What follows belongs to an exercise in optimizing a design on an open flow for small area; a production flow would make more cautious choices. The RTL was checked by simulation tests, not by an equivalence proof against the original design. No activity file was given, so power comes from the tool's default toggle rates.

==> run a: inputs <==
## AXI_LITE_UART
module AXI_LITE_UART(
	input			clk,
	input			a_resetn,
	input		[15:0]	S_AXI_LITE_awaddr,
	input			S_AXI_LITE_awvalid,
	output	wire		S_AXI_LITE_awready,
	input		[31:0]	S_AXI_LITE_wdata,
	input		[3:0]	S_AXI_LITE_wstrb,
	input			S_AXI_LITE_wvalid,
	output	wire		S_AXI_LITE_wready,
	output	wire	[1:0]	S_AXI_LITE_bresp,
	output	wire		S_AXI_LITE_bvalid,
	input			S_AXI_LITE_bready,
	input		[15:0]	S_AXI_LITE_araddr,
	input			S_AXI_LITE_arvalid,
	output	wire		S_AXI_LITE_arready,
	output	reg	[31:0]	S_AXI_LITE_rdata,
	output	wire	[1:0]	S_AXI_LITE_rresp,
	output	wire		S_AXI_LITE_rvalid,
	input			S_AXI_LITE_rready,
	output	wire		Tx,
	input			Rx,
	output	wire		uart_interrupt
);
Settings: LEC_CHECK=0, CAP_MARGIN=20, CORE_MARGIN=2, CORE_UTILIZATION=55, CTS_BUF_LIST=sky130_fd_sc_hd__clkbuf_16, CTS_CLUSTER_DIAMETER=80, CTS_CLUSTER_SIZE=30, PLACE_DENSITY=0.8, SLEW_MARGIN=20; clock period 10.0 ns.
standard.sh (not shown) runs the stock make flow with config.mk's settings and CLKGATE_MAP_FILE= SYNTH_SCRIPT=/design/flow/synth_recipe.tcl, a recipe that flattens the netlist after the stock synthesis.
==> flow/flow/run.sh <==
#!/bin/bash
# The standard layout (standard.sh), with two changes:
#  - the port buffers are the smallest buffer cell (buf_1) instead of the one
#    buffer_ports picks by default;
#  - clock tree synthesis does not add dummy loads.
# make's full output goes to layout.log; ORFS keeps each step's log under orfs/logs.
set -euo pipefail
export BUFFER_PORTS_ARGS="-buffer_cell sky130_fd_sc_hd__buf_1"
export CTS_ARGS="-sink_clustering_enable -repair_clock_nets -sink_clustering_size 30 -sink_clustering_max_diameter 80 -buf_list sky130_fd_sc_hd__clkbuf_16 -dont_use_dummy_load"
bash standard.sh > layout.log 2>&1
==> run b (differences from run a) <==
==> flow/flow/run.sh (replaced) <==
#!/bin/bash
# The standard layout (standard.sh), with two changes:
#  - the port buffers are the smallest buffer cell (buf_1) instead of the one
#    buffer_ports picks by default;
#  - clock tree synthesis does not add dummy loads.
# make's full output goes to layout.log; ORFS keeps each step's log under orfs/logs.
set -euo pipefail
export BUFFER_PORTS_ARGS="-buffer_cell sky130_fd_sc_hd__buf_1"
export CTS_ARGS="-sink_clustering_enable -repair_clock_nets -sink_clustering_size 28 -sink_clustering_max_diameter 80 -buf_list sky130_fd_sc_hd__clkbuf_16 -dont_use_dummy_load"
bash standard.sh > layout.log 2>&1
- CORE_UTILIZATION: 55 -> 40
- CTS_CLUSTER_SIZE: 30 -> 28
- PLACE_DENSITY: 0.8 -> 0.6
==> qor summary <==
NumNets Final: run b 1516; run a 1511
Setup slack of the critical path after layout: run b 4.44 ns; run a 4.50 ns
Number of instances in the placed design: run b 1950; run a 1797
Starting density of the core: run b 0.407; run a 0.557
Dpl cell area: run b 0.0189 mm^2; run a 0.0187 mm^2
Die outline area: run b 0.0469 mm^2; run a 0.0343 mm^2
Final core utilization: run b 0.441; run a 0.595
Placed wire-length estimate after detailed placement: run b 21.0 mm; run a 20.9 mm
Result of the run: run b complete, no violations; run a complete, no violations
Clock insertion delay at the later pin of the skew report: run b 0.58 ns; run a 0.56 ns
Part of the total power dissipated in sequential elements: run b 0.652; run a 0.659
Non-clock buffers, area share: run b 0.0150; run a 0.0138
# diodes: run b 1; run a 0
Combinational-cell power consumption: run b 284 uW; run a 278 uW
Slew of the pin with the lowest slew margin: run b 0.796 ns; run a 0.976 ns
Number of clock buffers inserted by TritonCTS: run b 27; run a 25
Final hold slack: run b 0.294 ns; run a 0.284 ns
Number of core rows: run b 77; run a 66
Reg2Reg Setup Slack: run b 5.75 ns; run a 5.72 ns
Final std cell area, no fill: run b 0.0196 mm^2; run a 0.0193 mm^2
Proportion of total power due to net switching: run b 0.220; run a 0.219
Global-route track usage on met1: run b 0.175; run a 0.240
Relative area change from synthesis to final layout: run b 8.34%; run a 6.84%
Clock group total power: run b 1160 uW; run a 1130 uW

========
==> inputs of amber <==
AXI_LITE_UART, a different RTL version from the one above (not shown whole).
export LEC_CHECK = 0
export CAP_MARGIN = 20
export CORE_MARGIN = 2
export CORE_UTILIZATION = 40
export CTS_BUF_LIST = sky130_fd_sc_hd__clkbuf_16
export CTS_CLUSTER_DIAMETER = 70
export CTS_CLUSTER_SIZE = 25
export PLACE_DENSITY = 0.6
export SLEW_MARGIN = 20
create_clock -name core_clock -period 10.0 [get_ports {clk}]
run.sh (not shown) runs the stock make flow with config.mk's settings and CLKGATE_MAP_FILE= SYNTH_SCRIPT=/design/flow/synth_recipe.tcl, a recipe that flattens the netlist after the stock synthesis.
Stock flow here: none of the scripts above is used.
==> juniper: changes against amber <==
--- a/flow/design.v
+++ b/flow/design.v
@@ -36,92 +36,111 @@
 	input		[1:0]	parity,
 	input			rd,
 	output	reg	[7:0]	rx_byte,
 	output	wire		empty,
 	output	wire		full
 );
-	localparam [3:0] S_IDLE = 4'd0, S_START = 4'd1, S_D0 = 4'd2, S_D7 = 4'd9, S_PAR = 4'd10, S_STOP = 4'd11;
+	localparam [3:0] S_PAR = 4'd0, S_STOP = 4'd1, S_IDLE = 4'd2, S_START = 4'd7, S_D7 = 4'd15;
 	reg [3:0] st;
 	reg [3:0] cnt;
 	reg [7:0] sh;
 	reg acc;
 	reg ok;
 	reg done;
 	wire bit_end = b_tick && (cnt == 4'd15);
-	wire in_data = (st >= S_D0) && (st <= S_D7);
+	wire in_data = st[3];
 	always @(posedge clk or negedge a_resetn) begin
 		if (!a_resetn) begin
 			st <= S_IDLE;
 			cnt <= 4'd8;
 			done <= 1'b0;
-			ok <= 1'b0;
 		end else begin
 			done <= (st == S_STOP) && bit_end && rx && ok;
 			if (st == S_IDLE) begin
 				cnt <= 4'd8;
 				if (!rx) st <= S_START;
 			end else if (b_tick) begin
 				cnt <= cnt + 4'd1;
 				if (cnt == 4'd15) begin
-					if (st == S_D7) st <= (parity != 2'b00) ? S_PAR : S_STOP;
-					else if (st == S_STOP) st <= S_IDLE;
+					if (st == S_D7 && parity == 2'b00) st <= S_STOP;
 					else st <= st + 4'd1;
 				end
 			end
-			if ((st == S_D7) && bit_end) ok <= 1'b1;
-			else if ((st == S_PAR) && bit_end) begin
-				if (parity == 2'b01) ok <= acc ^ rx;
-				else if (parity == 2'b10) ok <= !(acc ^ rx);
-			end
+		end
+	end
+	always @(posedge clk) begin
+		if ((st == S_D7) && bit_end) ok <= 1'b1;
+		else if ((st == S_PAR) && bit_end) begin
+			if (parity == 2'b01) ok <= acc ^ rx;
+			else if (parity == 2'b10) ok <= !(acc ^ rx);
 		end
 	end
 	always @(posedge clk) begin
 		if (st == S_IDLE) acc <= 1'b0;
 		else if (in_data && bit_end) acc <= acc ^ rx;
 		if (in_data && bit_end) sh <= {rx, sh[7:1]};
 	end
 	reg [4:0] hp, tp;
 	reg e;
 	reg pend;	 
 	reg [7:0] hbyte;	 
+	reg hv;
+	reg rdl;	 
 	wire one = (hp == tp);
 	wire [4:0] hp_inc = hp + 5'd1;
 	assign empty = e;
 	assign full = !e && (hp_inc == tp);
 	wire push = done && !full;
 	wire pop = rd && !e;
 	wire we = pend && (tp == 5'd0);
+	reg [255:0] ring;	 
+	wire [7:0] din = we ? sh : ring[255 -: 8];
+	always @(posedge clk)
+		ring <= {ring[247:0], din};
+	wire [63:0] taps;
+	genvar j;
+	generate for (j = 0; j < 8; j = j + 1) begin : g_tap
+		if (j == 0) assign taps[7:0] = din;
+		else assign taps[8*j +: 8] = ring[32*j-8 +: 8];
+	end endgenerate
+	wire [2:0] sel = hp[4:2] + {2'b00, hp[1:0] == 2'b11};
+	wire [7:0] tap = taps[8*sel +: 8];
+	wire head_at_tap = (hp[1:0] == 2'b00);
+	wire next_at_tap = (hp[1:0] == 2'b01);
+	wire last_at_tap = (hp[1:0] == 2'b11);
 	always @(posedge clk or negedge a_resetn) begin
 		if (!a_resetn) begin
 			hp <= 5'd0;
 			tp <= 5'd1;
 			e <= 1'b1;
 			pend <= 1'b0;
+			hv <= 1'b0;
+			rdl <= 1'b0;
 			rx_byte <= 8'd0;
 		end else begin
 			if (!pop) hp <= hp_inc;
 			if (!push) tp <= tp + 5'd1;
 			if (push) e <= 1'b0;
 			else if (pop && one) e <= 1'b1;
 			if (push) pend <= 1'b1;
 			else if (we) pend <= 1'b0;
-			if (pop) rx_byte <= (pend && one) ? sh : hbyte;
+			if (pop) hv <= next_at_tap;
+			else if (head_at_tap) hv <= 1'b1;
+			if (pop) begin
+				if (pend && one) rx_byte <= sh;
+				else if (hv) rx_byte <= hbyte;
+				else if (head_at_tap) rx_byte <= tap;
+				rdl <= !(pend && one) && !hv && !head_at_tap;
+			end else if (rdl && last_at_tap) begin
+				rx_byte <= tap;
+				rdl <= 1'b0;
+			end
 		end
 	end
-	reg [255:0] ring;	 
-	wire [7:0] din = we ? sh : ring[255 -: 8];
-	always @(posedge clk)
-		ring <= {ring[247:0], din};
-	wire [127:0] taps;
-	genvar j;
-	generate for (j = 0; j < 16; j = j + 1) begin : g_tap
-		if (j == 0) assign taps[7:0] = din;
-		else assign taps[8*j +: 8] = ring[16*j-8 +: 8];
-	end endgenerate
 	always @(posedge clk)
-		if (hp[0] == pop) hbyte <= taps[8*hp[4:1] +: 8];
+		if (pop ? next_at_tap : head_at_tap) hbyte <= tap;
 endmodule
 `timescale 1ns/1ps
 module UART_TX (
 	input			clk,
 	input			a_resetn,
 	input			b_tick,
@@ -165,33 +184,36 @@
 	always @(posedge clk or negedge a_resetn)
 		if (!a_resetn) hold_b <= 8'd0;
 		else if (push && !tk[0]) hold_b <= w_data;
 	assign tx_byte = tk[0] ? hold_b : hold_a;
 	reg [255:0] ring;	 
 	wire [31:0] din;	 
+	wire busy;
 	genvar k;
 	generate for (k = 0; k < 4; k = k + 1) begin : g_ring
-		wire we = (k == 3) ? ((tk == 2'd3 && td == 3'd0) || (tk == 2'd0 && td == 3'd7))
-				   : ((tk == k || tk == k + 1) && td == 3'd0);
-		assign din[8*k +: 8] = we ? (k[0] ? hold_b : hold_a) : ring[64*k+56 +: 8];
+		wire we_new = (tk == k) && (td == 3'd0) && !(busy && full);
+		wire we_old = (k == 3) ? (tk == 2'd0 && td == 3'd7) : (tk == k + 1 && td == 3'd0);
+		assign din[8*k +: 8] = (we_new || we_old) ? (k[0] ? hold_b : hold_a) : ring[64*k+56 +: 8];
 		always @(posedge clk)
 			ring[64*k +: 64] <= {ring[64*k +: 56], din[8*k +: 8]};
 	end endgenerate
-	wire pass = (hd == 3'd0);
-	wire [7:0] head_byte = din[8*hk +: 8];
-	localparam [3:0] S_IDLE = 4'd0, S_START = 4'd1, S_D0 = 4'd2, S_D7 = 4'd9, S_PAR = 4'd10, S_STOP = 4'd11;
+	localparam [3:0] S_PAR = 4'd0, S_STOP = 4'd1, S_IDLE = 4'd2, S_START = 4'd7, S_D7 = 4'd15;
 	reg [3:0] st;
 	reg [3:0] cnt;
 	reg get;
-	reg [7:0] data;
+	reg nbit;	 
 	reg [1:0] pbuf;
 	reg pbit;
 	assign pop = get;
+	assign busy = (st != S_IDLE);
 	wire bit_end = b_tick && (cnt == 4'd15);
-	wire in_data = (st >= S_D0) && (st <= S_D7);
-	wire cap = (st == S_IDLE) || (st == S_STOP) || get;
+	wire in_data = st[3];
+	wire [1:0] sk = hk - 2'd1;
+	wire spass = (hk == 2'd0) ? (hd == 3'd7) : (hd == 3'd0);
+	wire [7:0] sbyte = din[8*sk +: 8];
+	wire [2:0] nidx = st[2:0] + 3'd1;	 
 	always @(posedge clk or negedge a_resetn) begin
 		if (!a_resetn) begin
 			st <= S_IDLE;
 			cnt <= 4'd0;
 			get <= 1'b0;
 			tx <= 1'b1;
@@ -199,30 +221,29 @@
 			get <= (st == S_IDLE) && b_tick && !e;
 			if (st == S_IDLE) begin
 				if (b_tick && !e) st <= S_START;
 			end else if (b_tick) begin
 				cnt <= cnt + 4'd1;
 				if (cnt == 4'd15) begin
-					if (st == S_D7) st <= (pbuf != 2'b00) ? S_PAR : S_STOP;
-					else if (st == S_STOP) st <= S_IDLE;
+					if (st == S_D7 && pbuf == 2'b00) st <= S_STOP;
 					else st <= st + 4'd1;
 				end
 			end
 			case (st)
 				S_START: tx <= 1'b0;
 				S_PAR:	 tx <= (pbuf == 2'b11) ? tx : pbit;
-				default: tx <= in_data ? data[0] : 1'b1;
+				default: tx <= in_data ? ((cnt == 4'd0) ? nbit : tx) : 1'b1;
 			endcase
 		end
 	end
 	always @(posedge clk) begin
 		if (st == S_IDLE) pbuf <= parity;
 		if (st == S_START) pbit <= (pbuf == 2'b01);
-		else if (in_data && bit_end) pbit <= pbit ^ data[0];
-		if (cap && (pass || one)) data <= pass ? head_byte : tx_byte;
-		else if (in_data && bit_end) data <= {1'b0, data[7:1]};
+		else if (in_data && bit_end) pbit <= pbit ^ tx;
+		if (((st == S_START && !get) || (in_data && cnt != 4'd0)) && spass)
+			nbit <= sbyte[nidx];
 	end
 endmodule
 `timescale 1ns/1ps
 module AXI_LITE_UART(
 	input			clk,
 	input			a_resetn,
==> flow/flow/run.sh (new file) <==
#!/bin/bash
# The standard layout (standard.sh), with two changes:
#  - the port buffers are the smallest buffer cell (buf_1) instead of the one
#    buffer_ports picks by default;
#  - clock tree synthesis does not add dummy loads.
# make's full output goes to layout.log; ORFS keeps each step's log under orfs/logs.
set -euo pipefail
export BUFFER_PORTS_ARGS="-buffer_cell sky130_fd_sc_hd__buf_1"
export CTS_ARGS="-sink_clustering_enable -repair_clock_nets -sink_clustering_size 25 -sink_clustering_max_diameter 70 -buf_list sky130_fd_sc_hd__clkbuf_16 -dont_use_dummy_load"
bash standard.sh > layout.log 2>&1
==> flow/standard.sh (new file) <==
#!/bin/bash
# synth_recipe.tcl (not shown) runs the flow's synth.tcl, then flattens the netlist and writes it again
# the make line also repeats each setting of config.mk as NAME=value (left out here)
make -C /OpenROAD-flow-scripts/flow DESIGN_CONFIG=/design/flow/config.mk WORK_HOME=/design/flow/orfs CLKGATE_MAP_FILE= SYNTH_SCRIPT=/design/flow/synth_recipe.tcl "${@:-finish}"
removed: flow/run.sh
==> qor summary <==
item	amber	juniper
Result of the run	finished clean	finished clean
Area used by sequential logic in the layout	0.0135 mm2	0.0133 mm2
HPWL after detailed placement	20400 um	21100 um
Final cell count without fillers	2002	1995
Area delta synth->final	10.9%	9.37%
Total number of vias	9215	9114
Non-clock buffering overhead	0.0312	0.0147
Post-route total power	4.39 mW	4.25 mW
Number of well-tap cells placed	607	600
Peak fanout along the critical path	13	14
Average cell area after synthesis	14.3 um2	13.9 um2
Latest clock arrival within the worst-skew pair	600 ps	550 ps
Path depth of the worst reg2reg path	9	11

## what the ideal ports hide
How much do the figures lean on ideal ports? The routed layouts below were timed once more, with nothing changed but the port constraints. Step 1, drivers: a clkbuf_16 drives clk and a buf_2 each remaining input, both assumed. Step 2 adds t to the input delays and takes it off the output delays; t is the mean of the earliest and latest rising clock arrival at the registers after step 1. Input paths then give back, and output paths get back, about the clock's delay inside the block. a / b / c = ideal ports / drivers / drivers and shift; a / b = the first two.
run | t (ns) | setup slack, ns | hold slack, ns | worst setup path at the end | slew at the worst register clock pin (ns)
run a | 0.593 | 4.496 / 4.446 / 5.039 | 0.284 / 0.284 / 0.284 | register to output | 0.11 / 0.11
run b | 0.617 | 4.437 / 4.387 / 5.004 | 0.294 / 0.294 / 0.294 | register to output | 0.10 / 0.10
amber | 0.647 | 4.504 / 4.447 / 4.738 | 0.316 / 0.316 / 0.316 | input to output | 0.10 / 0.10
juniper | 0.575 | 4.491 / 4.435 / 5.009 | 0.273 / 0.273 / 0.273 | register to output | 0.09 / 0.09
After both steps setup and hold are still met in every run listed.
